This is an optimization exercise on Yosys and OpenROAD, whose aim is small area, a short achievable clock period and few clock cycles per item, not a production implementation. Only simulation tests tie the RTL to the original design; equivalence was not proved. Power is estimated from default activity; no workload was simulated.

**flow/flow/run.sh**
```bash
#!/bin/bash
# Standard layout, with plain buffers on the ports and repair_timing aiming
# below the clock period (setup margin).
set -euo pipefail
export BUFFER_PORTS_ARGS="-buffer_cell sky130_fd_sc_hd__buf_1"
export SETUP_SLACK_MARGIN=7.8
bash standard.sh > standard.log 2>&1
```
**flow/standard.sh**
```bash
#!/bin/bash
# synth_recipe.tcl (not shown) runs the flow's synth.tcl, then flattens the netlist and writes it again
# the make line also repeats each setting of config.mk as NAME=value (left out here)
make -C /OpenROAD-flow-scripts/flow DESIGN_CONFIG=/design/flow/config.mk WORK_HOME=/design/flow/orfs CLKGATE_MAP_FILE= SYNTH_SCRIPT=/design/flow/synth_recipe.tcl "${@:-finish}"
```
**flow/config.mk**
```make
export PLATFORM = sky130hd
export DESIGN_NAME = huffmandecode
export DESIGN_NICKNAME = huffmandecode
export VERILOG_FILES = /design/flow/design.v
export SDC_FILE = /design/flow/constraint.sdc
export NUM_CORES = 8
export LEC_CHECK = 0
export CAP_MARGIN = 20
export CORE_MARGIN = 2
export CORE_UTILIZATION = 40
export CTS_CLUSTER_DIAMETER = 200
export CTS_CLUSTER_SIZE = 40
export SLEW_MARGIN = 20
export TNS_END_PERCENT = 5
```
**flow/constraint.sdc**
```tcl
create_clock -name core_clock -period 11.0 [get_ports {clk}]
set_input_delay 2.2000 -clock core_clock [delete_from_list [all_inputs] [get_ports {clk}]]
set_output_delay 2.2000 -clock core_clock [all_outputs]
set_load 0.01 [all_outputs]
```
**flow/design.v**
```verilog
`timescale 1ns / 1ps
module huffmandecode(
clk,
huffrst,
code,
hufftable,
symaddr,
symdata,
huffdata,
hufflength,
hufffinish
    );
input clk,huffrst;
input[15:0] code;
input[8*16-1:0] hufftable;
output reg[7:0] symaddr;    
input[7:0] symdata;         
output reg[7:0] huffdata;
output [7:0] hufflength;
output reg hufffinish;
reg [7:0] g;         
reg [7:0] ca;        
reg [1:0] w;         
reg [3:0] n;         
reg       h;         
reg       one;       
reg       short;     
reg       fix;       
reg [4:0] hl;        
assign hufflength = {3'b000, hl};
wire [7:0] c1   = hufftable[7:0];
wire [7:0] c2   = hufftable[15:8];
wire       b1   = code[15];
wire       b2   = code[14];
wire       hit1 = (c1[7:1] != 7'd0) | (c1[0] & ~b1);
wire       g1   = b1 & ~c1[0];                            
wire       hit2 = (c2[7:2] != 6'd0) | (c2[1:0] > {g1, b2});
wire       big  = (c1[7:1] != 7'd0) | (c2[7:2] != 6'd0);
wire [1:0] a2   = c1[0] ? {b2, ~b2} : {b1, b2};           
function [5:0] first_entry(input [5:0] x);
    reg [2:0] c, b, g, s, a;
    reg       h1, h2;
    begin
        c = {1'b0, x[4:3]};           
        b = x[2:0];                   
        h1 = x[5] & ~b[2];            
        g = {2'b00, b[2] & ~x[5]};    
        g = {g[1:0], b[1]};           
        h2 = c > g;
        g = g - c;                    
        s = {2'b00, x[5]} + c;        
        a = s + {g[1:0], b[0]};       
        if (h1)      first_entry = {3'd0, b[2], 2'd0};
        else if (h2) first_entry = {2'd0, x[5] ? {b[1], ~b[1]} : b[2:1], 2'd0};
        else         first_entry = {1'b0, a, g[1:0]};
    end
endfunction
function [64*6-1:0] first_table(input dummy);
    integer i;
    begin
        for (i = 0; i < 64; i = i + 1) first_table[6*i +: 6] = first_entry(i[5:0]);
    end
endfunction
localparam [64*6-1:0] FIRST = first_table(1'b0);
wire [5:0] first = FIRST[6*{c1[0], c2[1:0], code[15:13]} +: 6];
wire [3:0] a0   = first[5:2];
wire [1:0] g2   = first[1:0];
wire [9:0] gn   = {1'b0, g, w[1]} - {2'b00, ca};    
wire       hit  = gn[9];                            
wire       dead = ~gn[9] & gn[8];                   
wire       nf   = ~short & ~h & ~hit & (dead | n == 4'd13);   
wire [127:0] tbl3 = {24'd0, hufftable[127:24]};
wire [7:0] fetch_c = tbl3[8*n +: 8];                
wire [15:0] code4 = {code[11:0], 4'd0};
wire       fetch_b = code4[15 - n];                 
always @(posedge clk) begin
    one   <= hit1;
    short <= hit1 | hit2;
    fix   <= big;
    if (~huffrst) begin
        g  <= {6'd0, g2};
        symaddr <= {4'd0, a0};
        ca <= hufftable[23:16];
        w  <= code[13:12];
    end else begin
        g  <= gn[7:0];
        symaddr <= fix & (n == 4'd0) ? {6'd0, one ? {1'b0, b1} : a2} : symaddr + gn[7:0] + {7'd0, w[0]};
        ca <= fetch_c;
        w  <= {w[0], fetch_b};
    end
    if (~hufffinish & (h | nf)) begin
        huffdata <= h ? symdata : 8'hff;
        hl <= ~h ? 5'd0 : one ? 5'd1 : short ? 5'd2 : {1'b0, n} + 5'd2;
    end
end
always @(posedge clk or negedge huffrst) begin
    if (~huffrst) begin
        hufffinish <= 1'b0;
        h <= 1'b0;
        n <= 4'd0;
    end else begin
        if (h | nf)
            hufffinish <= 1'b1;
        h <= short ? ~fix | (n == 4'd1) : hit;
        n <= n + 4'd1;
    end
end
endmodule
```
==> results of run 1 <==
==> what timing repair did <==
action / 4_1_cts / 5_1_grt
resized for setup: 10 / 3
cloned: 0 / 0
endpoints found under the setup margin: 6 / 8
hold endpoints to repair: 0 / 0
pin swaps: 4 / 1
buffers inserted: 3 / 0
==> how the worst max path moves through the flow <==
stage,startpoint,endpoint,slack (ns),cells past startpoint
2_1_floorplan,hufftable[3],short$_DFF_P_,7.62,4
3_3_place_gp,code[14],symaddr[1]$_DFF_P_,7.12,8
3_5_place_dp,code[14],symaddr[1]$_DFF_P_,7.08,8
4_1_cts,hufftable[7],short$_DFF_P_,7.74,5
5_1_grt,w[1]$_DFF_P_,symaddr[7]$_SDFF_PP0_,7.68,13
6_report,code[13],symaddr[1]$_DFF_P_,7.76,8
==> per-layer routing <==
layer,global-route usage [%],vias to the layer above
met4,6.74,0
met5,0,-
met2,36.8,123
met1,26.2,1560
li1,-,1654
met3,4.54,16
==> power breakdown <==
part	internal, µW	switching, µW
Combinational	98.8	103
Clock	68.6	64.6
Sequential	195	5.90
==> layout make-up <==
class | instances | area (µm²) | area share, %
Clock buffer | 5 | 68.8 | 1.54
Tap cell | 108 | 135 | 3.02
Clock inverter | 3 | 47.5 | 1.06
Multi-Input combinational cell | 261 | 2310 | 51.5
Sequential cell | 48 | 1120 | 25.0
Inverter | 25 | 93.8 | 2.09
Timing Repair Buffer | 180 | 707 | 15.8
==> metrics by stage <==
step	hold slack, ns	worst slack (ns)	cell area (µm²)	util (%)	cells
2_1_floorplan	0.416	7.62	3600	-	355
3_5_place_dp	0.482	7.08	4300	49.3	619
5_1_grt	0.487	7.68	4480	51.4	630
4_1_cts	0.496	7.74	4460	51.2	630
3_3_place_gp	0.475	7.12	4300	49.3	619
6_report	0.487	7.76	4480	51.4	630
==> cell usage after synthesis, drive strengths merged, types with 4 or more instances <==
library cell	instances	area, µm²
o21ai	11	55.1
edfxtp	13	390
a221oi	9	85.1
and2	5	31.3
nand2	12	45.0
nor2	31	116
dfxtp	29	581
xnor2	7	61.3
mux4	27	616
o21a	5	37.5
nor3	7	40.0
clkbuf	12	45.0
nor2b	8	50.1
a21o	7	52.6
nand3	7	35.0
buf	9	70.1
nor4	4	31.3
a21oi	32	160
nand2b	12	75.1
mux2i	11	110
inv	25	93.8
ha	23	288
dfrtp	6	150
==> critical path, cell delays in order <==
cell,delay (ns)
buf_2,0.12
inv_2,0.06
ha_1,0.28
nor2_1,0.05
a32o_1,0.21
a21oi_1,0.16
o22ai_1,0.09
mux2_2,0.26
==> registers in the layout, indices dropped and copies added (netlist names), 2 cells and up <==
register and flops:
ca 8, huffdata 8, w 2, g 8
hl 5, n 4, symaddr 8
==> kinds of logic (layout without fill, tap and decap cells) <==
family | after synthesis | in the layout | synth area share, %
DFF | 48 | 48 | 31.3
and+or+nand+nor | 97 | 97 | 13.9
other | 1 | 3 | 0.105
muxes | 41 | 41 | 21.2
adders and majority gates | 27 | 27 | 9.98
AOI/OAI and AO/OA | 83 | 83 | 15.3
xor gates and xnor gates | 10 | 10 | 2.44
buffers and inverters | 46 | 213 | 5.82
==> summary.txt, run 1 <==
outcome timing/DRC/antenna clean; highest-count cells in the layout ignoring fill and taps 170 x buf_1, 32 x a21oi_1, 31 x nor2_1; Vias/cell 5.32; DRT antenna net count 0; Antenna Cells 0; Critical Path RT 11.20 ns; Initial Util 41.1%; Die Span Y 98.7 µm; Hold Path Stages 1; Post-synth top flop dfxtp_1; highest clock rate 309 MHz; H-Tree Depth 2; WL met2 5.22 mm; Min-Delay Endpoint h$_DFF_PN0_; largest fanout on the critical path 4; vias in the first global route 3346; first-pass GRT wire length 16.3 mm; CTS Hold Bufs 0; post-synthesis cell count 353; Max VDD drop 58.1 µV; clock buffer depth 2; # IOs 179; gr usage total 21.1%; Pwr Density 119 mW/mm²; worst r2r src w[1]$_DFF_P_; Final setup violation count 0; routability cong. 0.851; RR Endpoint symaddr[7]$_SDFF_PP0_; Met3 Wirelength 667 µm; max layer used met4; std cell rows 34; Avg Inst Size Synth 10.2 µm²; Final Max Tran Viols 0; width of the die 98.7 µm; die area 0.00974 mm²; critical path capture point type register; Leak 0.00175 µW; flop-to-flop setup slack 7.92 ns; Worst EP arrival 3.44 ns; DRC viols 0; startpoint type of the worst setup path input pin; layout cell share with drive strength beyond 1 11.1%; DRT Pass-1 Iters 4; Post-Syn Area 0.00359 mm²; Clock Tree Root clkbuf_8; worst skew pair latency 0.31 ns; Fin Clk Skew 0.00512 ns; WL final 10.3 mm; Power, Total 536 µW; register area share after synthesis 31.3%; area delta synth->final 24.9%; DR WL/cell 16.4 µm; commonest non-fill, non-tap cell in the layout buf_1; post-route clock period utilization 29.5%; Rel. slew slack 37.1%; M1 WL 4.19 mm; Slew @ Worst Pin 0.943 ns; Setup TNS Final 0 ns; largest net degree at the start of global routing 42; DRT iter0 DRCs 122; YS warnings 1; FF+latch count, synth 48; distinct cell type count after synthesis 58; r2r worst-path depth 13; worst min path class register to register; via count 3353; Max-Cap Viols 0; fillcell total 841; Overflow after GRT 0; CTS tree built; Post-synth EDFFs 13; Tmin final 3.24 ns; Crit Path Class input pin to register; final hold violation count 0; RSZ-0062 raised after global routing yes; CTS buffer count 5; Port Buffer Count 175; Hold Path Origin fix$_DFF_P_; async set-or-reset flop fraction in the synthesized netlist 12.5%; initial antenna violation count 0; CTS Sinks 48; Reg clk slew, reported paths 0.09 ns; core footprint 0.00872 mm²; fin nets 701; Post-DP HPWL 8.48 mm
Testbench counts, summed over its fixed seeds: cycles 9,412, items 2,048.
==> run 2: changes to the inputs <==
--- a/flow/config.mk
+++ b/flow/config.mk
@@ -5,10 +5,9 @@
 export SDC_FILE = /design/flow/constraint.sdc
 export NUM_CORES = 8
 export LEC_CHECK = 0
+export ABC_AREA = 1
 export CAP_MARGIN = 20
 export CORE_MARGIN = 2
 export CORE_UTILIZATION = 40
-export CTS_CLUSTER_DIAMETER = 200
-export CTS_CLUSTER_SIZE = 40
 export SLEW_MARGIN = 20
 export TNS_END_PERCENT = 5
==> run 2 against run 1 <==
Net effect: sequential share of layout area decreased by 0.17 points; utilization decreased by 2.3 points; count of clock-buffer cells in the layout increased by 2; still clean; clock power decreased by 23%.
==> summary.txt, run 2 <==
outcome timing/DRC/antenna clean; CTS buffer count 5; most used cell, CP inv_1; std cell rows 35; fillcell total 1018; Final Max Tran Viols 0; mux cell area share after synthesis 0%; Antenna Cells 0; H-Tree Depth 2; gr usage total 22.5%; final hold violation count 0; Avg Inst Size Synth 6.86 µm²; Die Span Y 101 µm; initial antenna violation count 0; # IOs 179; Compound-Gate Fraction of Synth Area 22.7%; Post-synth top flop dfxtp_1; Layout Cells excl Fill 820; clock buffer depth 2; Worst EP arrival 3.24 ns; YS warnings 1; highest clock rate 323 MHz; DRT antenna net count 0; WL final 11.6 mm; post-synthesis cell count 548; Power, Total 510 µW; Reg clk slew, reported paths 0.08 ns; startpoint type of the worst setup path input pin; DP Worst Slack 7.41 ns; area delta synth->final 20.1%; CTS Sinks 48; synth cell count leaders 88 x nor2_1, 77 x nand2_1, 70 x o21ai_0; DRT iter0 DRCs 98; Leak 0.00190 µW; width of the die 101 µm; fin nets 888; Post-Syn Area 0.00376 mm²; Final setup violation count 0; DR WL/cell 14.1 µm; slowest stage delay, CP 0.29 ns; Worst Path Buf+Inv 3; CTS Hold Bufs 0; Port Buffer Count 175; async set-or-reset flop fraction in the synthesized netlist 12.5%; CTS tree built; top-area cell type share of the netlist area 15.5%; leading post-synthesis cells by cell area dfxtp_1 15%, edfxtp_1 10%, o21ai_0 9.3%, nor2_1 8.8%, nand2_1 7.7%; Tmin final 3.09 ns; Critical Path RT 11.15 ns; critical path capture point type register; commonest non-fill, non-tap cell in the layout buf_1; Worst path top cell family by delay buffers and inverters; largest fanout on the critical path 7; crit-path cells clkbuf_2 -> inv_1 -> nand2_1 -> ha_1 -> inv_1 -> nor2_1 -> o21ai_0 -> nand4_1; Max VDD drop 52.4 µV; xor/xnor share of the synthesized area 1.40%; worst min path class register to register; Clock Tree Root clkbuf_8; Synth Area in Simple Gates 25.8%; RSZ-0062 raised after global routing yes; Post-synth EDFFs 13; main combinational cell family by area after synthesis simple AND/OR/NAND/NOR gates; distinct cell type count after synthesis 40; DRT Pass-1 Iters 4; Cells after DPL 810; via count 4196; Overflow after GRT 0; Pwr Density 113 mW/mm²; Crit Path Class input pin to register; core footprint 0.00920 mm²; first-pass GRT wire length 18.6 mm; highest-count cells in the layout ignoring fill and taps 171 x buf_1, 88 x nor2_1, 77 x nand2_1; Setup TNS Final 0 ns; CP max-delay cell ha_1; Post-DP HPWL 9.05 mm; cell taking the most area after synthesis dfxtp_1; die area 0.0102 mm²; register area share after synthesis 29.8%; vias in the first global route 4080; Slew @ Worst Pin 1.11 ns; routability cong. 0.850; Rel. slew slack 26.3%; Fin Clk Skew 0.0220 ns; FF+latch count, synth 48; layout cell share with drive strength beyond 1 6.35%; top-count cell post-synth nor2_1; Max-Cap Viols 0; Final WS setup 7.91 ns; Vias/cell 5.12; Synth Area in Adders 9.26%; Initial Util 40.9%; post-route clock period utilization 28.1%; DRC viols 0; worst skew pair latency 0.31 ns; largest net degree at the start of global routing 61
[run 2: changes by cell type after synthesis, moves of 9 or more]
cell	previous run	this run
nand2b_1	12	0
nand3_1	7	24
mux4_2	25	0
inv_1	21	61
nor2_1	31	88
o22ai_1	1	27
a31oi_1	1	12
nand2_1	12	77
mux2i_1	11	0
or2_2	0	9
o21ai_0	5	70
[run 2: layer usage]
layer  GRT usage, %  vias up  part of all wire (%)
li1               -     2150                     -
met1           28.1     1898                    43
met2           41.5      141                    50
met3           3.40        7                   6.2
met4           3.53        0                  0.73
met5              0        -                     0
[run 2: power by group]
part / total (µW) / switching (µW) / internal, µW
sequential: 201 / 6.63 / 195
clock: 103 / 58.5 / 44.8
combinational: 206 / 125 / 81.2
[run 2: final timing paths]
kind                                      from                         to  slack [ns]  cells past startpoint
worst max-delay path              hufftable[0]              short$_DFF_P_        7.91                      8
worst min-delay path               fix$_DFF_P_                h$_DFF_PN0_        0.45                      1
worst max register to register  n[1]$_DFF_PN0_  huffdata[0]$_SDFFCE_PN1P_        8.01                      6
worst min register to register     fix$_DFF_P_                h$_DFF_PN0_        0.45                      1
max in group asynchronous              huffrst             n[0]$_DFF_PN0_        8.90                      2
min in group asynchronous              huffrst     hufffinish$_DFFE_PN0P_        1.86                      2
[run 2: worst reg2reg max path, delay by kind of cell (launching register included)]
kind                     cells  cell delay (ns)
flip-flops                   1             1.09
AO/OA/AOI/OAI                1             0.19
AND/OR/NAND/NOR              3             0.33
buffers and inverters        1             0.68
adder cells (fa/ha/maj)      1             0.39
[run 2: logic make-up (layout without fill, tap and decap cells)]
kind of cell | after synthesis | after routing
fa+ha+maj | 26 | 26
flops | 48 | 48
compound gates | 153 | 153
buf+inv | 92 | 251
simple gates | 222 | 222
other cells | 1 | 3
xor+xnor | 6 | 6
[run 2: area by class of cell]
type                            count  area (µm²)  share of cell area [%]
Multi-Input combinational cell    410        2230                    49.5
Sequential cell                    48        1120                    24.9
Timing Repair Buffer              177         681                    15.1
Inverter                           65         251                    5.57
Tap cell                          111         139                    3.08
Clock buffer                        7        76.3                    1.69
Clock inverter                      1        5.00                   0.111
Timing Repair inverter              1        5.00                   0.111
[run 2: timing repair]
item                       CTS  global route
setup endpoints to repair   15            21
gates resized for setup      2             5
cloned                       0             1
buffers inserted             1             0
[run 2: stage by stage]
stage / util, % / instance area, µm² / hold slack, ns
floorplan: - / 3760 / 0.407
global placement: 47.9 / 4400 / 0.449
detailed placement: 47.9 / 4400 / 0.433
CTS: 48.9 / 4500 / 0.455
global route: 49.1 / 4510 / 0.474
finish: 49.1 / 4510 / 0.452
==> run 3: changes to the inputs <==
--- a/flow/config.mk
+++ b/flow/config.mk
@@ -5,9 +5,9 @@
 export SDC_FILE = /design/flow/constraint.sdc
 export NUM_CORES = 8
 export LEC_CHECK = 0
-export ABC_AREA = 1
 export CAP_MARGIN = 20
 export CORE_MARGIN = 2
-export CORE_UTILIZATION = 40
+export CORE_UTILIZATION = 60
+export PLACE_DENSITY = 0.8
 export SLEW_MARGIN = 20
 export TNS_END_PERCENT = 5
==> run 3 against run 2 <==
Net effect: via count is 18% lower; clock power grew 26%; routed wire length fell by 9.4%; combinational power barely moved; first-iteration DRC count up 97%; global-route usage rose by 8.3 points; final cell count fell by 28%; hold slack better by 0.024 ns; fmax decreased by 4.5%; area after synthesis down 4.5%; sequential cell count unchanged; final area decreased by 2.1%.
==> summary.txt, run 3 <==
area delta synth->final 23.1%; Pwr Density 122 mW/mm²; fin nets 697; Post-DP HPWL 8.31 mm; synth cell count leaders 32 x a21oi_1, 31 x nor2_1, 29 x dfxtp_1; DP Worst Slack 7.11 ns; CTS buffer count 5; post-route clock period utilization 29.4%; Tmin final 3.24 ns; layout cell share with drive strength beyond 1 10.6%; via count 3452; Net Switching 176 µW; DRT antenna net count 0; Final setup violation count 0; register area share after synthesis 31.3%; Clock Tree Root clkbuf_8; startpoint type of the worst setup path input pin; RR Endpoint symaddr[7]$_SDFF_PP0_; Reg clk slew, reported paths 0.09 ns; Critical Path RT 11.21 ns; Sequential Power Share 37.4%; final hold slack 0.476 ns; core footprint 0.00585 mm²; top-count cell post-synth a21oi_1; switching portion of total power 32.8%; WL final 10.5 mm; Setup Fix Bufs, Post-CTS 0; final hold violation count 0; Final WS setup 7.76 ns; Avg Inst Size Synth 10.2 µm²; top-area cell type share of the netlist area 16.2%; outcome timing/DRC/antenna clean; async set-or-reset flop fraction in the synthesized netlist 12.5%; RSZ-0062 raised after global routing yes; Max VDD drop 104 µV; Max-Cap Viols 0; Port Buffer Count 175; CTS Sinks 48; flop-to-flop setup slack 7.86 ns; std cell rows 28; Antenna Cells 0; highest clock rate 309 MHz; Post-synth top flop dfxtp_1; DRT iter0 DRCs 193; Comb pwr share 38.4%; width of the die 81.3 µm; DRT Pass-1 Iters 7; distinct cell type count after synthesis 58; leading post-synthesis cells by cell area dfxtp_1 16%, mux4_2 16%, edfxtp_1 11%, ha_1 8.0%, a21oi_1 4.5%; CP endpoint short$_DFF_P_; DR WL/cell 17.6 µm; Leak 0.00173 µW; largest fanout on the critical path 2; Fin Clk Skew 0.0109 ns; Crit Path Class input pin to register; initial antenna violation count 0; Slew @ Worst Pin 0.938 ns; DRC viols 0; Post-synth EDFFs 13; r2r worst-path depth 13; CP startpoint hufftable[6]; first-pass GRT wire length 15.2 mm; worst min path class register to register; die area 0.00661 mm²; Setup TNS Final 0 ns; Overflow after GRT 0; Hold Path Origin fix$_DFF_P_; critical path capture point type register; Clock power frac 24.2%; Final Max Tran Viols 0; Worst EP arrival 3.45 ns; post-synthesis cell count 353; worst r2r src w[1]$_DFF_P_; Post-Syn Area 0.00359 mm²; fillcell total 455; # IOs 179; vias in the first global route 3177; clock buffer depth 2; routability cong. 0.835; Die Span Y 81.3 µm; cell taking the most area after synthesis dfxtp_1; worst skew pair latency 0.31 ns; YS warnings 1; largest net degree at the start of global routing 42; gr usage total 30.8%; CTS tree built; highest-count cells in the layout ignoring fill and taps 171 x buf_1, 31 x nor2_1, 31 x a21oi_1; FF+latch count, synth 48; Rel. slew slack 37.5%; commonest non-fill, non-tap cell in the layout buf_1; P_int 362 µW; H-Tree Depth 2; Initial Util 61.3%; Vias/cell 5.82
==> run 3: cell count changes after synthesis, moves of 12 or more <==
cell / before / now
nand2_1: 77 / 12
nand2b_1: 0 / 12
nor2_1: 88 / 31
mux4_2: 0 / 25
o22ai_1: 27 / 1
inv_1: 61 / 21
nand3_1: 24 / 7
o21ai_0: 70 / 5
==> run 3: worst min-delay path by stage <==
stage | endpoint | cells after the start
6_report | h$_DFF_PN0_ | 1
5_1_grt | h$_DFF_PN0_ | 1
4_1_cts | h$_DFF_PN0_ | 1
3_5_place_dp | h$_DFF_PN0_ | 1
3_3_place_gp | h$_DFF_PN0_ | 1
2_1_floorplan | h$_DFF_PN0_ | 1
==> run 3: final cells by class <==
cell class                      count  area, µm²  share of cell area [%]
Clock buffer                        5       68.8                    1.56
Inverter                           25       93.8                    2.12
Multi-Input combinational cell    261       2320                    52.5
Tap cell                           75       93.8                    2.12
Clock inverter                      3       42.5                   0.963
Sequential cell                    48       1120                    25.4
Timing Repair Buffer              176        676                    15.3
==> run 3: what timing repair did <==
item,CTS,global route
pin swaps,1,0
hold buffers,0,0
setup endpoints to repair,6,8
resized for setup,7,6
==> run 3: layer usage <==
metal	GRT usage [%]	routed length, µm	up-vias
met5	0	0	-
met4	8.14	147	0
met3	8.11	822	16
met2	53.1	5360	159
met1	38.2	4130	1635
li1	-	-	1642
==> run 3: cells by family (layout without fill, tap and decap cells) <==
group / after synthesis / in the layout / share of synthesized area (%)
XOR/XNOR: 10 / 10 / 2.44
buffers and inverters: 46 / 209 / 5.82
AND/OR/NAND/NOR: 97 / 97 / 13.9
flip-flops: 48 / 48 / 31.3
other: 1 / 3 / 0.105
AO/OA/AOI/OAI: 83 / 83 / 15.3
adder cells (fa/ha/maj): 27 / 27 / 9.98
multiplexers: 41 / 41 / 21.2
==> run 3: power groups by stage <==
stage | clock network [µW] | registers (µW) | logic, µW
global placement | 0 | 205 | 189
global route | 137 | 203 | 229
detailed placement | 0 | 205 | 197
CTS | 130 | 201 | 201
floorplan | 0 | 203 | 147
finish | 130 | 201 | 206
==> run 3: worst max-delay path, cell delays in order <==
cell	delay, ns
buf_1	0.09
or4_1	0.52
nor4_2	0.19
nand3_1	0.17
a211o_1	0.28
==> run 3: stage by stage <==
step                      total power, µW  cell area (µm²)  utilization (%)  instances
after floorplan                       351             3600                -        355
after global placement                394             4250             72.6        585
after detailed placement              402             4250             72.6        585
after CTS                             532             4370             74.8        593
after global routing                  569             4420             75.5        593
final                                 538             4420             75.5        593
==> run 4: changes to the inputs <==
==> flow/flow/run.sh (replaced) <==
#!/bin/bash
# Standard layout, with plain buffers on the ports and repair_timing aiming
# below the clock period (setup margin).
set -euo pipefail
export BUFFER_PORTS_ARGS="-buffer_cell sky130_fd_sc_hd__buf_1"
export SETUP_SLACK_MARGIN=7.5
bash standard.sh > standard.log 2>&1
--- a/flow/config.mk
+++ b/flow/config.mk
@@ -5,9 +5,9 @@
 export SDC_FILE = /design/flow/constraint.sdc
 export NUM_CORES = 8
 export LEC_CHECK = 0
+export ABC_AREA = 1
 export CAP_MARGIN = 20
 export CORE_MARGIN = 2
-export CORE_UTILIZATION = 60
-export PLACE_DENSITY = 0.8
+export CORE_UTILIZATION = 40
 export SLEW_MARGIN = 20
 export TNS_END_PERCENT = 5
==> run 4 against run 3 <==
Net effect: die area up 54%; via count up 22%; hold slack got worse by 0.025 ns; register-to-register slack got worse by 0.07 ns; sequential share of layout area fell by 0.43 points; highest routed layer unchanged; critical endpoint is now symaddr[0]$_DFF_P_.
==> summary.txt, run 4 <==
DRC viols 0; Initial Util 40.9%; WL final 11.5 mm; Die Span Y 101 µm; cell taking the most area after synthesis dfxtp_1; Overflow after GRT 0; Tmin final 3.28 ns; Antenna Cells 0; CTS buffer count 5; Layout Utilization 48.8%; H-Tree Depth 2; post-synthesis cell count 548; highest clock rate 305 MHz; Setup Fix Bufs, Post-CTS 0; CTS Hold Bufs 0; Hold Path Stages 1; commonest non-fill, non-tap cell in the layout buf_1; area of the multi-input gates 0.00223 mm²; YS warnings 1; DRT iter0 DRCs 89; largest fanout on the critical path 30; final hold violation count 0; async set-or-reset flop fraction in the synthesized netlist 12.5%; vias in the first global route 4078; Setup TNS Final 0 ns; Post-synth top flop dfxtp_1; highest-count cells in the layout ignoring fill and taps 175 x buf_1, 88 x nor2_1, 77 x nand2_1; gr usage total 22.5%; Fin Clk Skew 0.0202 ns; leading post-synthesis cells by cell area dfxtp_1 15%, edfxtp_1 10%, o21ai_0 9.3%, nor2_1 8.8%, nand2_1 7.7%; Max-Cap Viols 0; Register Area 0.00112 mm²; Worst EP arrival 3.51 ns; final hold slack 0.451 ns; worst skew pair latency 0.31 ns; register area share after synthesis 29.8%; width of the die 101 µm; Vias/cell 5.15; post-route clock period utilization 29.8%; Clock Tree Root clkbuf_8; Crit Path Class input pin to register; Hold Path Origin fix$_DFF_P_; worst r2r src n[1]$_DFF_PN0_; RSZ-0062 raised after global routing no; Leak 0.00189 µW; die area 0.0102 mm²; DR WL/cell 14.0 µm; Final setup violation count 0; Final Max Tran Viols 0; via count 4211; first-pass GRT wire length 18.6 mm; clock buffer depth 2; worst min path class register to register; std cell rows 35; routability cong. 0.850; r2r worst-path depth 6; Min-Delay Endpoint h$_DFF_PN0_; fin nets 886; area delta synth->final 19.4%; startpoint type of the worst setup path input pin; synth cell count leaders 88 x nor2_1, 77 x nand2_1, 70 x o21ai_0; Pwr Density 114 mW/mm²; Rel. slew slack 28.0%; flop-to-flop setup slack 7.79 ns; FF+latch count, synth 48; Power, Total 510 µW; Slew @ Worst Pin 1.08 ns; core footprint 0.00920 mm²; Reg clk slew, reported paths 0.08 ns; outcome timing/DRC/antenna clean; CTS Sinks 48; DRT Pass-1 Iters 5; CTS tree built; top-count cell post-synth nor2_1; Post-Syn Area 0.00376 mm²; fillcell total 1019; top-area cell type share of the netlist area 15.5%; Port Buffer Count 175; initial antenna violation count 0; Avg Inst Size Synth 6.86 µm²; # IOs 179; Critical Path RT 11.23 ns; RR Endpoint huffdata[0]$_SDFFCE_PN1P_; critical path capture point type register; Post-DP HPWL 9.05 mm; Post-synth EDFFs 13; layout cell share with drive strength beyond 1 5.37%; distinct cell type count after synthesis 40; largest net degree at the start of global routing 61; Max VDD drop 53.5 µV; DRT antenna net count 0
run 4: area by class of cell:
cell class | count | area share [%]
Clock buffer | 7 | 1.70
Tap cell | 111 | 3.09
Timing Repair Buffer | 176 | 14.8
Clock inverter | 1 | 0.112
Multi-Input combinational cell | 410 | 49.8
Inverter | 65 | 5.52
Sequential cell | 48 | 25.0
run 4: worst max-delay path, stage by stage:
cell and delay, ns:
buf_1 0.08, buf_4 0.30, inv_1 0.29, nor2_1 0.26
inv_2 0.11, o32ai_1 0.11, o21bai_1 0.14
run 4: worst max path at each step:
stage | startpoint | end | slack [ns] | cells past startpoint
CTS | n[1]$_DFF_PN0_ | huffdata[0]$_SDFFCE_PN1P_ | 7.69 | 6
finish | huffrst | symaddr[0]$_DFF_P_ | 7.72 | 7
global route | huffrst | symaddr[0]$_DFF_P_ | 7.53 | 7
global placement | huffrst | symaddr[0]$_DFF_P_ | 7.46 | 7
detailed placement | huffrst | symaddr[0]$_DFF_P_ | 7.41 | 7
floorplan | code[15] | short$_DFF_P_ | 7.86 | 7
run 4: routing by layer:
layer	vias up	share of wire, %	global-route usage, %
met3	7	5.5	3.40
li1	2150	-	-
met2	130	50	41.5
met4	0	0.74	3.53
met1	1924	43	28.1
met5	-	0	0
run 4: metrics by stage:
step	setup WS (ns)	area (µm²)	instances
2_1_floorplan	7.86	3760	550
3_3_place_gp	7.46	4400	810
3_5_place_dp	7.41	4400	810
4_1_cts	7.69	4480	818
5_1_grt	7.53	4490	818
6_report	7.72	4490	818
run 4: power by group:
group	switching [µW]	internal (µW)	leakage [µW]
clock	58.1	44.8	0.0000422
sequential	6.61	195	0.000436
combinational	125	80.6	0.00141
total	190	320	0.00189
run 4: what timing repair did:
item	CTS	global route
endpoints found under the setup margin	0	5
resized for setup	0	1
endpoints found under the hold margin	0	0
run 4: cell families after synthesis:
group                      count (synthesis)  synth area share, %
AOI/OAI and AO/OA                        153                 22.7
xor gates and xnor gates                   6                 1.40
adders and majority gates                 26                 9.26
buffers and inverters                     92                 10.9
DFF                                       48                 29.8
other                                      1               0.0998
and+or+nand+nor                          222                 25.8
==> run 5: changes to the inputs <==
==> flow/flow/run.sh (replaced) <==
#!/bin/bash
# Standard layout, with plain buffers on the ports and repair_timing aiming
# below the clock period (setup margin).
set -euo pipefail
export BUFFER_PORTS_ARGS="-buffer_cell sky130_fd_sc_hd__buf_1"
export SETUP_SLACK_MARGIN=7.7
bash standard.sh > standard.log 2>&1
==> run 5 against run 4 <==
Net effect: count of clock-buffer cells in the layout is the same; via count down 0.31%; area after synthesis stayed put; power barely moved; die area did not move; sequential share of layout area fell by 0.17 points; worst setup slack better by 0.051 ns; clock skew is 0.0010 ns higher; register-to-register slack better by 0.18 ns; final cell count grew 0.49%.
==> summary.txt, run 5 <==
WL final 11.6 mm; Die Span Y 101 µm; top-count cell post-synth nor2_1; top-area cell type share of the netlist area 15.5%; core footprint 0.00920 mm²; first-pass GRT wire length 18.6 mm; largest fanout on the critical path 7; routability cong. 0.850; Leak 0.00190 µW; Antenna Cells 0; Port Buffer Count 175; Post-Syn Area 0.00376 mm²; DRC viols 0; CTS Sinks 48; Cells after DPL 810; Fin Clk Skew 0.0212 ns; CTS buffer count 5; Crit Path Class input pin to register; DRT iter0 DRCs 105; worst min path class register to register; Tmin final 3.23 ns; leading post-synthesis cells by cell area dfxtp_1 15%, edfxtp_1 10%, o21ai_0 9.3%, nor2_1 8.8%, nand2_1 7.7%; via count 4198; RSZ-0062 raised after global routing yes; Max VDD drop 52.8 µV; Max-Cap Viols 0; Final Max Tran Viols 0; DRT antenna net count 0; Slew @ Worst Pin 1.14 ns; DRT Pass-1 Iters 4; largest net degree at the start of global routing 61; Clock Tree Root clkbuf_8; Vias/cell 5.11; std cell rows 35; async set-or-reset flop fraction in the synthesized netlist 12.5%; YS warnings 1; Layout Cells excl Fill 822; FF+latch count, synth 48; layout cell share with drive strength beyond 1 6.05%; Final setup violation count 0; fin nets 890; register area share after synthesis 29.8%; H-Tree Depth 2; Post-synth EDFFs 13; initial antenna violation count 0; die area 0.0102 mm²; worst skew pair latency 0.31 ns; cell taking the most area after synthesis dfxtp_1; final hold slack 0.452 ns; Placed Instance Area 0.00440 mm²; highest-count cells in the layout ignoring fill and taps 175 x buf_1, 88 x nor2_1, 77 x nand2_1; highest clock rate 310 MHz; DR WL/cell 14.1 µm; Post-synth top flop dfxtp_1; commonest non-fill, non-tap cell in the layout buf_1; area delta synth->final 20.3%; fillcell total 1020; synth cell count leaders 88 x nor2_1, 77 x nand2_1, 70 x o21ai_0; post-synthesis cell count 548; Post-DP HPWL 9.05 mm; vias in the first global route 4078; post-route clock period utilization 29.4%; Final Cell Area 0.00452 mm²; Rel. slew slack 24.1%; width of the die 101 µm; Overflow after GRT 0; critical path capture point type register; gr usage total 22.5%; outcome timing/DRC/antenna clean; Avg Inst Size Synth 6.86 µm²; Initial Util 40.9%; Worst EP arrival 3.41 ns; final hold violation count 0; Setup TNS Final 0 ns; CTS tree built; clock buffer depth 2; startpoint type of the worst setup path input pin; Critical Path RT 11.19 ns; # IOs 179; distinct cell type count after synthesis 40; Pwr Density 113 mW/mm²; Reg clk slew, reported paths 0.08 ns
## run 5: path summary, 6_finish.rpt
path / startpoint / end / slack, ns / cells past startpoint
max in group asynchronous: huffrst / n[0]$_DFF_PN0_ / 8.84 / 2
worst max register to register: n[1]$_DFF_PN0_ / huffdata[0]$_SDFFCE_PN1P_ / 7.97 / 6
worst min-delay path: fix$_DFF_P_ / h$_DFF_PN0_ / 0.45 / 1
worst min register to register: fix$_DFF_P_ / h$_DFF_PN0_ / 0.45 / 1
min in group asynchronous: huffrst / n[1]$_DFF_PN0_ / 1.89 / 2
worst max-delay path: code[14] / symaddr[1]$_DFF_P_ / 7.77 / 10
## run 5: final cells by class
cell class / count / area (µm²) / area share (%)
inverters: 65 / 251 / 5.56
multi-input cells: 410 / 2230 / 49.4
flip-flops and latches: 48 / 1120 / 24.8
well taps: 111 / 139 / 3.07
clock inverters: 1 / 5.00 / 0.111
repair buffers: 179 / 687 / 15.2
clock buffers: 7 / 76.3 / 1.69
repair inverters: 1 / 5.00 / 0.111
## run 5: metrics by stage
stage,setup slack (ns),power [µW],utilization (%)
after floorplan,7.86,349,-
after global placement,7.46,407,47.9
after CTS,7.72,512,48.8
after global routing,7.61,553,49.1
final,7.77,510,49.1
after detailed placement,7.41,410,47.9
## run 5: worst max-delay path: stages
cell      delay [ns]
buf_1           0.24
inv_1           0.14
ha_1            0.29
nand2_1         0.05
nand2_1         0.07
a21oi_1         0.04
o21ai_0         0.14
nand3_1         0.08
nand3_1         0.07
o211ai_1        0.08
## run 5: kinds of logic after synthesis
| group | Yosys count | share of synthesized area [%] |
|---|---|---|
| DFF | 48 | 29.8 |
| xor gates and xnor gates | 6 | 1.40 |
| and+or+nand+nor | 222 | 25.8 |
| buffers and inverters | 92 | 10.9 |
| other | 1 | 0.0998 |
| adders and majority gates | 26 | 9.26 |
| AOI/OAI and AO/OA | 153 | 22.7 |
## run 5: metal layers
layer  part of all wire (%)  global-route usage [%]  routed length, µm  up-vias
met5                      0                       0                  0        -
met4                   0.77                    3.53                 89        0
met3                    5.2                    3.40                598        9
met2                     51                    41.5               5910      125
met1                     43                    28.1               5020     1906
li1                       -                       -                  -     2158
## run 5: repair_timing
item	in CTS	in global routing
buffers inserted	0	3
resized for setup	1	1
gates cloned	0	1
endpoints found under the setup margin	5	17
hold buffers	0	0
## run 5: power breakdown
group          switching, µW  internal [µW]  total [µW]
clock network           58.2           44.8         103
logic                    124           81.3         205
registers               6.59            195         201
==> run 6: changes to the inputs <==
==> flow/flow/run.sh (replaced) <==
#!/bin/bash
# Standard layout, with plain buffers on the ports and repair_timing aiming
# below the clock period (setup margin).
set -euo pipefail
export BUFFER_PORTS_ARGS="-buffer_cell sky130_fd_sc_hd__buf_1"
export SETUP_SLACK_MARGIN=7.9
bash standard.sh > standard.log 2>&1
==> run 6 against run 5 <==
Net effect: area after synthesis did not move; register-to-register slack better by 0.21 ns; critical path depth fell by 9; worst setup slack improved by 0.16 ns; via count grew 0.36%; count of clock-buffer cells in the layout fell by 2; sequential share of layout area is 0.39 points lower; combinational power is essentially flat; sequential power about the same; die area is the same; highest routed layer unchanged.
==> summary.txt, run 6 <==
DRC viols 0; # IOs 179; die area 0.0102 mm²; Worst path top cell family by delay flip-flops; Overflow after GRT 0; std cell rows 35; Initial Util 40.9%; Clock power frac 30.1%; synth cell count leaders 88 x nor2_1, 77 x nand2_1, 70 x o21ai_0; Setup TNS Final 0 ns; crit-path cells buf_1; startpoint type of the worst setup path register; worst r2r src n[1]$_DFF_PN0_; largest fanout on the critical path 3; grt peak-use layer met2; clock buffer depth 2; slowest stage delay, CP 0.39 ns; area delta synth->final 22.5%; Max-Cap Viols 0; top-count cell post-synth nor2_1; first-pass GRT wire length 18.2 mm; RR Endpoint huffdata[3]$_SDFFCE_PN1P_; routability cong. 0.871; Post-Syn Area 0.00376 mm²; Hold Path Origin fix$_DFF_P_; Max VDD drop 69.0 µV; Rel. slew slack 32.5%; commonest non-fill, non-tap cell in the layout buf_1; Reg clk slew, reported paths 0.08 ns; gr usage total 22.2%; Net Switching 192 µW; DRT antenna net count 0; Avg Inst Size Synth 6.86 µm²; fin nets 888; FF+latch count, synth 48; width of the die 101 µm; Critical Path RT 8.80 ns; post-synthesis cell count 548; final hold violation count 0; switching portion of total power 33.0%; met1 usage 27.4%; M3 GR Usage 3.26%; Fin Clk Skew 0.0115 ns; DRT Pass-1 Iters 4; critical path capture point type output port; register area share after synthesis 29.8%; distinct cell type count after synthesis 40; WL final 11.4 mm; r2r worst-path depth 6; Hold Path Stages 1; layout cell share with drive strength beyond 1 7.05%; CTS Sinks 48; Post-DP HPWL 8.97 mm; met2 usage 39.6%; Worst EP arrival 0.87 ns; CP max-delay cell dfrtp_1; async set-or-reset flop fraction in the synthesized netlist 12.5%; Tmin final 3.07 ns; largest net degree at the start of global routing 61; Crit Path Class register to output port; DRT iter0 DRCs 137; Slew @ Worst Pin 1.01 ns; core footprint 0.00920 mm²; area of the multi-input gates 0.00223 mm²; Sequential Power Share 34.6%; highest clock rate 326 MHz; initial antenna violation count 1; Die Span Y 101 µm; highest-count cells in the layout ignoring fill and taps 171 x buf_1, 88 x nor2_1, 77 x nand2_1; post-route clock period utilization 27.9%; flop-to-flop setup slack 8.18 ns; Pwr Density 126 mW/mm²; Comb pwr share 35.3%; via count 4213; Clock Tree Root clkbuf_8; Register Area 0.00112 mm²; worst min path class register to register; Worst Path Buf+Inv 1; YS warnings 1; Min-Delay Endpoint h$_DFF_PN0_; Final Max Tran Viols 0; Post-synth top flop dfxtp_1; Vias/cell 5.13; fillcell total 989; top-area cell type share of the netlist area 15.5%; RSZ-0062 raised after global routing yes; Leak 0.00193 µW; leading post-synthesis cells by cell area dfxtp_1 15%, edfxtp_1 10%, o21ai_0 9.3%, nor2_1 8.8%, nand2_1 7.7%; Final setup violation count 0; P_int 390 µW; DR WL/cell 13.9 µm; cell taking the most area after synthesis dfxtp_1; vias in the first global route 4062; outcome timing/DRC/antenna clean; CTS buffer count 5; Port Buffer Count 175; Post-synth EDFFs 13; final hold slack 0.484 ns; CTS tree built; worst skew pair latency 0.31 ns; H-Tree Depth 2
run 6: cell types whose count changed in the layout (fill, tap and decap cells not counted), moves of 3 or more:
cell       previous run  this run
inv_2                 4         7
inv_1                59        56
bufinv_16             0         3
buf_1               175       171
buf_4                 4         1
clkbuf_2              0         3
run 6: worst max path at each step:
stage | cells after the start | endpoint | start | slack (ns)
final | 1 | hufffinish | hufffinish$_DFFE_PN0P_ | 7.93
after detailed placement | 7 | symaddr[0]$_DFF_P_ | huffrst | 7.42
after floorplan | 9 | symaddr[1]$_DFF_P_ | code[14] | 7.90
after CTS | 10 | symaddr[1]$_DFF_P_ | code[13] | 7.89
after global placement | 7 | symaddr[0]$_DFF_P_ | huffrst | 7.47
after global routing | 10 | symaddr[1]$_DFF_P_ | code[13] | 7.87
run 6: kinds of logic (layout without fill, tap and decap cells):
logic type,after synthesis,after routing,synth area share [%]
compound gates,153,153,22.7
xor+xnor,6,6,1.40
other cells,1,4,0.0998
buf+inv,92,251,10.9
simple gates,222,222,25.8
flops,48,48,29.8
fa+ha+maj,26,26,9.26
run 6: repair_timing:
action                                  in CTS  in global routing
endpoints found under the setup margin      20                 22
pin swaps                                    0                  1
gates cloned                                 0                  1
hold buffers                                 0                  0
buffers inserted                             1                  0
endpoints found under the hold margin        0                  0
resized for setup                            3                 11
run 6: final cells by class:
class                           count  area share [%]
Multi-Input combinational cell    410            48.5
Timing Repair Buffer              177            14.9
Inverter                           65            5.46
Antenna cell                        1          0.0544
Clock inverter                      3            1.96
Clock buffer                        5            1.50
Timing Repair inverter              1           0.109
Sequential cell                    48            24.4
Tap cell                          111            3.02
run 6: per-stage QoR:
step                      total power, µW  worst slack [ns]  instance area, µm²  util [%]  instances
final                                 582              7.93                4600      50.0        821
after global routing                  625              7.87                4600      50.0        821
after CTS                             586              7.89                4580      49.8        819
after detailed placement              409              7.42                4400      47.9        810
after global placement                408              7.47                4400      47.9        810
after floorplan                       350              7.90                3770         -        550
run 6: per-layer routing:
layer	wire length, µm	part of all wire [%]
met1	4850	43
met2	5650	50
met3	615	5.4
met4	272	2.4
met5	0	0
run 6: power by group through the flow:
stage	sequential, µW	clock [µW]	combinational (µW)
global route	203	184	239
global placement	205	0	204
detailed placement	205	0	205
floorplan	203	0	146
finish	201	175	205
CTS	201	178	206
==> run 7: changes to the inputs <==
==> flow/flow/run.sh (replaced) <==
#!/bin/bash
# Standard layout, with plain buffers on the ports and repair_timing aiming
# below the clock period (setup margin).
set -euo pipefail
export BUFFER_PORTS_ARGS="-buffer_cell sky130_fd_sc_hd__buf_1"
export SETUP_SLACK_MARGIN=8.0
bash standard.sh > standard.log 2>&1
==> run 7 against run 6 <==
Net effect: non-clock buffer count rose by 2; largest power group unchanged; still clean on timing, DRC and antenna; clock power barely moved; utilization rose by 1.3 points.
==> summary.txt, run 7 <==
DRT iter0 DRCs 230; register area share after synthesis 29.8%; Post-synth EDFFs 13; highest clock rate 330 MHz; Max VDD drop 66.8 µV; post-synthesis cell count 548; DR WL/cell 13.9 µm; Rel. slew slack 33.0%; Clock Tree Root clkbuf_8; RSZ-0062 raised after global routing yes; CP startpoint hufffinish$_DFFE_PN0P_; vias in the first global route 3835; top-count cell post-synth nor2_1; Post-synth top flop dfxtp_1; Worst Path Buf+Inv 1; DRC viols 0; largest fanout on the critical path 2; CTS Sinks 48; worst min path class register to register; H-Tree Depth 2; post-route clock period utilization 27.6%; die area 0.0102 mm²; Layout Cells excl Fill 822; Port Buffer Count 175; FF+latch count, synth 48; Reg clk slew, reported paths 0.09 ns; final hold slack 0.457 ns; Avg Inst Size Synth 6.86 µm²; highest-count cells in the layout ignoring fill and taps 164 x buf_1, 86 x nor2_1, 75 x nand2_1; worst r2r src n[1]$_DFF_PN0_; DP Worst Slack 7.39 ns; Crit Path Class register to output port; commonest non-fill, non-tap cell in the layout buf_1; std cell rows 35; distinct cell type count after synthesis 40; Overflow after GRT 0; top-area cell type share of the netlist area 15.5%; Tmin final 3.03 ns; crit-path cells buf_6; Layout Utilization 51.3%; CP max-delay cell dfrtp_1; Fin Clk Skew 0.0114 ns; leading post-synthesis cells by cell area dfxtp_1 15%, edfxtp_1 10%, o21ai_0 9.3%, nor2_1 8.8%, nand2_1 7.7%; Slew @ Worst Pin 1.00 ns; YS warnings 1; area of the multi-input gates 0.00227 mm²; CTS tree built; Final setup violation count 0; fin nets 890; gr usage total 21.7%; Final WS setup 7.97 ns; Vias/cell 5.10; Cells after DPL 810; core footprint 0.00920 mm²; Pwr Density 123 mW/mm²; Worst path top cell family by delay flip-flops; r2r worst-path depth 6; routability cong. 0.885; width of the die 101 µm; outcome timing/DRC/antenna clean; clock buffer depth 2; CTS buffer count 5; Post-DP HPWL 9.23 mm; Max-Cap Viols 0; critical path capture point type output port; Post-Syn Area 0.00376 mm²; worst skew pair latency 0.30 ns; largest net degree at the start of global routing 61; CP endpoint hufffinish; Setup TNS Final 0 ns; Critical Path RT 8.80 ns; WL final 11.4 mm; startpoint type of the worst setup path register; Worst EP arrival 0.83 ns; Crit path depth 1; first-pass GRT wire length 17.6 mm; async set-or-reset flop fraction in the synthesized netlist 12.5%; # IOs 179; final hold violation count 0; RR Endpoint huffdata[3]$_SDFFCE_PN1P_; DRT antenna net count 0; Antenna Cells 0; flop-to-flop setup slack 8.25 ns; Die Span Y 101 µm; cell taking the most area after synthesis dfxtp_1; slowest stage delay, CP 0.40 ns; initial antenna violation count 0; DRT Pass-1 Iters 5; via count 4192; Initial Util 40.9%; area delta synth->final 25.5%; Leak 0.00199 µW; Register Area 0.00112 mm²; layout cell share with drive strength beyond 1 9.42%; Final Max Tran Viols 0; fillcell total 972; synth cell count leaders 88 x nor2_1, 77 x nand2_1, 70 x o21ai_0
-- run 7: cell counts after synthesis --
No cell type changed its count.
-- run 7: area by class of cell --
class,count,share of cell area (%)
clock buffers,5,1.46
inverters,65,5.76
well taps,111,2.94
repair inverters,1,0.106
repair buffers,179,15.9
clock inverters,3,1.91
flip-flops and latches,48,23.8
multi-input cells,410,48.1
-- run 7: through the flow --
| step | area [µm²] | total power [µW] |
|---|---|---|
| after floorplan | 3820 | 351 |
| after global placement | 4450 | 409 |
| after detailed placement | 4450 | 410 |
| after CTS | 4640 | 584 |
| after global routing | 4720 | 623 |
| final | 4720 | 581 |
-- run 7: how the worst min path moves through the flow --
| stage | from | endpoint | slack (ns) | depth (start not counted) |
|---|---|---|---|---|
| 4_1_cts | fix$_DFF_P_ | h$_DFF_PN0_ | 0.46 | 1 |
| 3_5_place_dp | fix$_DFF_P_ | h$_DFF_PN0_ | 0.45 | 1 |
| 2_1_floorplan | fix$_DFF_P_ | h$_DFF_PN0_ | 0.41 | 1 |
| 6_report | fix$_DFF_P_ | h$_DFF_PN0_ | 0.46 | 1 |
| 5_1_grt | fix$_DFF_P_ | h$_DFF_PN0_ | 0.48 | 1 |
| 3_3_place_gp | fix$_DFF_P_ | h$_DFF_PN0_ | 0.44 | 1 |
-- run 7: power by group --
part / internal, µW / total [µW] / leakage, µW / switching (µW)
Sequential: 195 / 202 / 0.000436 / 6.89
Clock: 114 / 172 / 0.0000784 / 58.3
Combinational: 84.0 / 207 / 0.00147 / 123
-- run 7: metal layers --
layer / vias to the layer above / track usage [%] / share of wire (%)
met3: 9 / 3.33 / 5.7
met1: 1888 / 27.2 / 42
li1: 2156 / - / -
met2: 139 / 39.2 / 51
met5: - / 0 / 0
met4: 0 / 4.68 / 1.1
-- run 7: what timing repair did --
item,4_1_cts,5_1_grt
hold buffers,0,0
cloned,0,1
endpoints found under the setup margin,44,44
buffers inserted,1,2
pin swaps,0,4
gates resized for setup,8,24
-- run 7: kinds of logic (layout without fill, tap and decap cells) --
kind of cell               after synthesis  in the layout  synth area share, %
adders and majority gates               26             26                 9.26
DFF                                     48             48                 29.8
and+or+nand+nor                        222            222                 25.8
other                                    1              3               0.0998
AOI/OAI and AO/OA                      153            153                 22.7
buffers and inverters                   92            253                 10.9
xor gates and xnor gates                 6              6                 1.40
==> run 8: changes to the inputs <==
--- a/flow/config.mk
+++ b/flow/config.mk
@@ -10,4 +10,4 @@
 export CORE_MARGIN = 2
 export CORE_UTILIZATION = 40
 export SLEW_MARGIN = 20
-export TNS_END_PERCENT = 5
+export TNS_END_PERCENT = 20
==> run 8 against run 7 <==
Net effect: still clean on timing, DRC and antenna; area after synthesis stayed put; hold slack gained 0.0067 ns; critical path type unchanged; combinational power about the same; fmax is essentially flat; first-iteration DRC count down 10%; final cell count grew 0.12%; count of clock-buffer cells in the layout unchanged; sequential cell count stayed put; global-route usage stayed put; critical path depth unchanged.
==> summary.txt, run 8 <==
outcome timing/DRC/antenna clean; top-area cell type share of the netlist area 15.5%; Worst Path Buf+Inv 1; initial antenna violation count 0; critical path capture point type output port; top-count cell post-synth nor2_1; Worst path top cell family by delay flip-flops; Max VDD drop 67.3 µV; Post-Syn Area 0.00376 mm²; Antenna Cells 0; highest clock rate 330 MHz; slowest stage delay, CP 0.40 ns; Fin Clk Skew 0.0107 ns; clock buffer depth 2; YS warnings 1; worst min path class register to register; Port Buffer Count 175; Post-DP HPWL 9.23 mm; DRT iter0 DRCs 206; fillcell total 967; met2 usage 39.2%; Critical Path RT 8.80 ns; Synth Area in Simple Gates 25.8%; # IOs 179; area delta synth->final 26.4%; Final WS setup 7.97 ns; RSZ-0062 raised after global routing yes; leading post-synthesis cells by cell area dfxtp_1 15%, edfxtp_1 10%, o21ai_0 9.3%, nor2_1 8.8%, nand2_1 7.7%; main combinational cell family by area after synthesis simple AND/OR/NAND/NOR gates; post-route clock period utilization 27.6%; register area share after synthesis 29.8%; DRT Pass-1 Iters 4; CTS Sinks 48; die area 0.0102 mm²; DRC viols 0; area of the multi-input gates 0.00227 mm²; routability cong. 0.885; largest fanout on the critical path 2; largest net degree at the start of global routing 61; WL final 11.6 mm; Final Max Tran Viols 0; Register Area 0.00113 mm²; M3 GR Usage 3.33%; DRT antenna net count 0; Power, Total 582 µW; fin nets 891; Post-synth EDFFs 13; vias in the first global route 3835; Rel. slew slack 33.0%; Clock Tree Root clkbuf_8; gr usage total 21.7%; xor/xnor share of the synthesized area 1.40%; Compound-Gate Fraction of Synth Area 22.7%; highest-count cells in the layout ignoring fill and taps 163 x buf_1, 86 x nor2_1, 75 x nand2_1; met1 usage 27.2%; Vias/cell 5.12; Die Span Y 101 µm; worst skew pair latency 0.30 ns; Tmin final 3.03 ns; Synth Area in Adders 9.26%; mux cell area share after synthesis 0%; Max-Cap Viols 0; H-Tree Depth 2; Slew @ Worst Pin 1.01 ns; final hold slack 0.463 ns; DR WL/cell 14.1 µm; layout cell share with drive strength beyond 1 9.69%; Crit Path Class register to output port; CTS Hold Bufs 0; Post-synth top flop dfxtp_1; CTS tree built; Layout Utilization 51.7%; std cell rows 35; Reg clk slew, reported paths 0.09 ns; first-pass GRT wire length 17.6 mm; commonest non-fill, non-tap cell in the layout buf_1; synth cell count leaders 88 x nor2_1, 77 x nand2_1, 70 x o21ai_0; Final setup violation count 0; Leak 0.00200 µW; final hold violation count 0; grt peak-use layer met2; CP max-delay cell dfrtp_1; via count 4210; width of the die 101 µm; Setup TNS Final 0 ns; crit-path cells buf_6; CTS buffer count 5; DP Worst Slack 7.39 ns; FF+latch count, synth 48; Initial Util 40.9%; cell taking the most area after synthesis dfxtp_1; post-synthesis cell count 548; Avg Inst Size Synth 6.86 µm²; Pwr Density 123 mW/mm²; Worst EP arrival 0.83 ns; startpoint type of the worst setup path register; distinct cell type count after synthesis 40; async set-or-reset flop fraction in the synthesized netlist 12.5%; core footprint 0.00920 mm²; Overflow after GRT 0
run 8: cell count changes in the layout (fill, tap and decap cells not counted), sizes merged:
cell | before | now
buf | 171 | 170
clkbuf | 13 | 15
run 8: per-stage QoR:
stage	cells	instance area, µm²
after floorplan	550	3820
after global placement	810	4450
after detailed placement	810	4450
after CTS	819	4640
after global routing	823	4750
final	823	4750
run 8: power by group:
group / internal (µW) / switching (µW) / leakage (µW) / total [µW]
clock network: 114 / 58.3 / 0.0000784 / 172
logic: 85.0 / 124 / 0.00149 / 209
registers: 195 / 6.97 / 0.000437 / 202
total: 393 / 189 / 0.00200 / 582
run 8: kinds of logic (layout without fill, tap and decap cells):
kind of cell               after synthesis  after routing
xor gates and xnor gates                 6              6
adders and majority gates               26             26
AOI/OAI and AO/OA                      153            153
other                                    1              3
buffers and inverters                   92            254
and+or+nand+nor                        222            222
DFF                                     48             48
run 8: repair_timing:
| item | in CTS | in global routing |
|---|---|---|
| pin swaps | 0 | 4 |
| buffers inserted | 1 | 2 |
| cloned | 0 | 2 |
| gates resized for setup | 8 | 27 |
| endpoints found under the setup margin | 44 | 44 |
run 8: worst reg2reg max path, stage by stage (launching register included):
cell and delay [ns]:
dfrtp_1 1.01, clkinvlp_4 0.64, ha_1 0.37, nand3_1 0.10
nand3_1 0.08, nand2_1 0.09, a21oi_2 0.19
run 8: cell type report:
class	instances	area share [%]
Clock inverter	3	1.90
Multi-Input combinational cell	410	47.9
Timing Repair Buffer	180	16.3
Sequential cell	48	23.7
Inverter	65	5.72
Clock buffer	5	1.45
Timing Repair inverter	1	0.105
Tap cell	111	2.92
run 8: worst paths after layout:
kind                                        startpoint                         to  slack (ns)  depth (start not counted)
worst max-delay path            hufffinish$_DFFE_PN0P_                 hufffinish        7.97                          1
worst min-delay path                       fix$_DFF_P_                h$_DFF_PN0_        0.46                          1
worst max register to register          n[1]$_DFF_PN0_  huffdata[7]$_SDFFCE_PN1P_        8.24                          6
worst min register to register             fix$_DFF_P_                h$_DFF_PN0_        0.46                          1
max in group asynchronous                      huffrst             n[0]$_DFF_PN0_        8.94                          2
min in group asynchronous                      huffrst     hufffinish$_DFFE_PN0P_        1.91                          2
run 8: per-layer routing:
metal	share of wire, %	up-vias
met5	0	-
met4	1.4	0
met3	5.1	13
met2	51	133
met1	42	1906
li1	-	2158
==> run 9: changes to the inputs <==
==> flow/flow/run.sh (replaced) <==
#!/bin/bash
# Standard layout, with plain buffers on the ports and repair_timing aiming
# below the clock period (setup margin).
set -euo pipefail
export BUFFER_PORTS_ARGS="-buffer_cell sky130_fd_sc_hd__buf_1"
export SETUP_SLACK_MARGIN=7.8
bash standard.sh > standard.log 2>&1
--- a/flow/config.mk
+++ b/flow/config.mk
@@ -5,9 +5,8 @@
 export SDC_FILE = /design/flow/constraint.sdc
 export NUM_CORES = 8
 export LEC_CHECK = 0
-export ABC_AREA = 1
 export CAP_MARGIN = 20
 export CORE_MARGIN = 2
 export CORE_UTILIZATION = 40
 export SLEW_MARGIN = 20
-export TNS_END_PERCENT = 20
+export TNS_END_PERCENT = 5
==> run 9 against run 8 <==
Net effect: still clean on timing, DRC and antenna; sequential cell count unchanged; power down 8.0%; die area down 4.4%; global-route usage down 0.57 points; first-iteration DRC count down 41%; worst setup slack worse by 0.21 ns; area after synthesis down 4.5%; final area down 5.7%; clock skew down 0.0055 ns; sequential share of layout area up 1.3 points; clock power down 23%; synthesized cell count down 36%; critical path type is now input pin to register.
==> summary.txt, run 9 <==
outcome timing/DRC/antenna clean; DRT Pass-1 Iters 4; Met3 Wirelength 667 µm; DRT antenna net count 0; slowest stage delay, CP 0.28 ns; post-synthesis cell count 353; via count 3353; clock buffer depth 2; fin nets 701; worst min path class register to register; vias in the first global route 3346; Post-synth top flop dfxtp_1; area delta synth->final 24.9%; gr usage total 21.1%; Worst Path Buf+Inv 2; r2r worst-path depth 13; Hold Path Origin fix$_DFF_P_; critical path capture point type register; max layer used met4; CP max-delay cell ha_1; WL final 10.3 mm; Max VDD drop 58.1 µV; Final Cell Area 0.00448 mm²; worst skew pair latency 0.31 ns; Overflow after GRT 0; width of the die 98.7 µm; Cells after DPL 619; Clock Tree Root clkbuf_8; DR WL/cell 16.4 µm; routability cong. 0.851; Tmin final 3.24 ns; # IOs 179; Post-Syn Area 0.00359 mm²; Layout Cells excl Fill 630; top-count cell post-synth a21oi_1; flop-to-flop setup slack 7.92 ns; Pwr Density 119 mW/mm²; std cell rows 34; largest net degree at the start of global routing 42; Slew @ Worst Pin 0.943 ns; core footprint 0.00872 mm²; Worst path top cell family by delay compound AO/OA/AOI/OAI gates; CTS tree built; Vias/cell 5.32; Setup TNS Final 0 ns; crit-path cells buf_2 -> inv_2 -> ha_1 -> nor2_1 -> a32o_1 -> a21oi_1 -> o22ai_1 -> mux2_2; RSZ-0062 raised after global routing yes; Final Max Tran Viols 0; async set-or-reset flop fraction in the synthesized netlist 12.5%; Port Buffer Count 175; first-pass GRT wire length 16.3 mm; Avg Inst Size Synth 10.2 µm²; largest fanout on the critical path 4; distinct cell type count after synthesis 58; post-route clock period utilization 29.5%; CTS Sinks 48; CP startpoint code[13]; DRT iter0 DRCs 122; commonest non-fill, non-tap cell in the layout buf_1; top-area cell type share of the netlist area 16.2%; Register Area 0.00112 mm²; Leak 0.00175 µW; Rel. slew slack 37.1%; register area share after synthesis 31.3%; Initial Util 41.1%; highest clock rate 309 MHz; initial antenna violation count 0; synth cell count leaders 32 x a21oi_1, 31 x nor2_1, 29 x dfxtp_1; M1 WL 4.19 mm; die area 0.00974 mm²; YS warnings 1; highest-count cells in the layout ignoring fill and taps 170 x buf_1, 32 x a21oi_1, 31 x nor2_1; cell taking the most area after synthesis dfxtp_1; Final setup violation count 0; Fin Clk Skew 0.00512 ns; worst r2r src w[1]$_DFF_P_; startpoint type of the worst setup path input pin; final hold violation count 0; DRC viols 0; Max-Cap Viols 0; CTS buffer count 5; Critical Path RT 11.20 ns; Placed Instance Area 0.00430 mm²; Hold Path Stages 1; Post-DP HPWL 8.48 mm; WL met2 5.22 mm; Min-Delay Endpoint h$_DFF_PN0_; Die Span Y 98.7 µm; FF+latch count, synth 48; Post-synth EDFFs 13; Crit Path Class input pin to register; H-Tree Depth 2; RR Endpoint symaddr[7]$_SDFF_PP0_; Antenna Cells 0; leading post-synthesis cells by cell area dfxtp_1 16%, mux4_2 16%, edfxtp_1 11%, ha_1 8.0%, a21oi_1 4.5%; Power, Total 536 µW; layout cell share with drive strength beyond 1 11.1%; fillcell total 841; Reg clk slew, reported paths 0.09 ns; area of the multi-input gates 0.00231 mm²; Worst EP arrival 3.44 ns
run 9: final cells by class:
class | count | area share (%)
Multi-Input combinational cell | 261 | 51.5
Clock buffer | 5 | 1.54
Tap cell | 108 | 3.02
Clock inverter | 3 | 1.06
Sequential cell | 48 | 25.0
Inverter | 25 | 2.09
Timing Repair Buffer | 180 | 15.8
run 9: worst max path at each step:
stage,endpoint,slack [ns],cells after the start
6_report,symaddr[1]$_DFF_P_,7.76,8
2_1_floorplan,short$_DFF_P_,7.62,4
3_3_place_gp,symaddr[1]$_DFF_P_,7.12,8
4_1_cts,short$_DFF_P_,7.74,5
3_5_place_dp,symaddr[1]$_DFF_P_,7.08,8
5_1_grt,symaddr[7]$_SDFF_PP0_,7.68,13
run 9: logic make-up (layout without fill, tap and decap cells):
group | after synthesis | after routing | synth area share, %
simple gates | 97 | 97 | 13.9
compound gates | 83 | 83 | 15.3
flops | 48 | 48 | 31.3
buf+inv | 46 | 213 | 5.82
mux | 41 | 41 | 21.2
fa+ha+maj | 27 | 27 | 9.98
xor+xnor | 10 | 10 | 2.44
other cells | 1 | 3 | 0.105
run 9: power by group:
part	total [µW]	switching [µW]	internal (µW)
sequential	201	5.90	195
combinational	202	103	98.8
clock	133	64.6	68.6
total	536	173	362
run 9: what timing repair did:
action,4_1_cts,5_1_grt
gates resized for setup,10,3
setup buffers,3,0
hold buffers,0,0
endpoints found under the setup margin,6,8
pin swaps,4,1
run 9: through the flow:
| stage | setup slack [ns] | util [%] | hold slack [ns] |
|---|---|---|---|
| after detailed placement | 7.08 | 49.3 | 0.482 |
| after floorplan | 7.62 | - | 0.416 |
| after CTS | 7.74 | 51.2 | 0.496 |
| after global routing | 7.68 | 51.4 | 0.487 |
| after global placement | 7.12 | 49.3 | 0.475 |
| final | 7.76 | 51.4 | 0.487 |
run 9: per-layer routing:
metal / global-route usage [%] / vias to the layer above
met2: 36.8 / 123
met5: 0 / -
met1: 26.2 / 1560
met3: 4.54 / 16
li1: - / 1654
met4: 6.74 / 0

## re-timing with driven ports
Ports are ideal in the flow. The routed layouts listed here were re-timed in OpenROAD.
Step 1 assumes that a clkbuf_16 drives the clock port and a buf_2 every other input.
Step 2 times the ports against the registers' clock, not the clock port: input delays grow and output delays shrink by t, the midpoint of the rising clock arrivals with the driver on.
Slacks: ideal / step 1 / step 2; pairs: ideal / step 1.
run | shift t [ns] | setup WS [ns] | pins driven straight from the clock port
run 1 | 0.335 | 7.760 / 7.761 / 7.427 | 1
run 2 | 0.328 | 7.908 / 7.887 / 7.585 | 1
run 3 | 0.330 | 7.761 / 7.763 / 7.433 | 1
run 4 | 0.327 | 7.720 / 7.726 / 7.399 | 1
run 5 | 0.328 | 7.771 / 7.769 / 7.441 | 1
run 6 | 0.332 | 7.934 / 7.903 / 7.675 | 1
run 7 | 0.326 | 7.968 / 7.937 / 7.706 | 1
run 8 | 0.327 | 7.969 / 7.937 / 7.690 | 1
run 9 | 0.335 | 7.760 / 7.761 / 7.427 | 1
After both steps setup and hold are still met in every run listed.
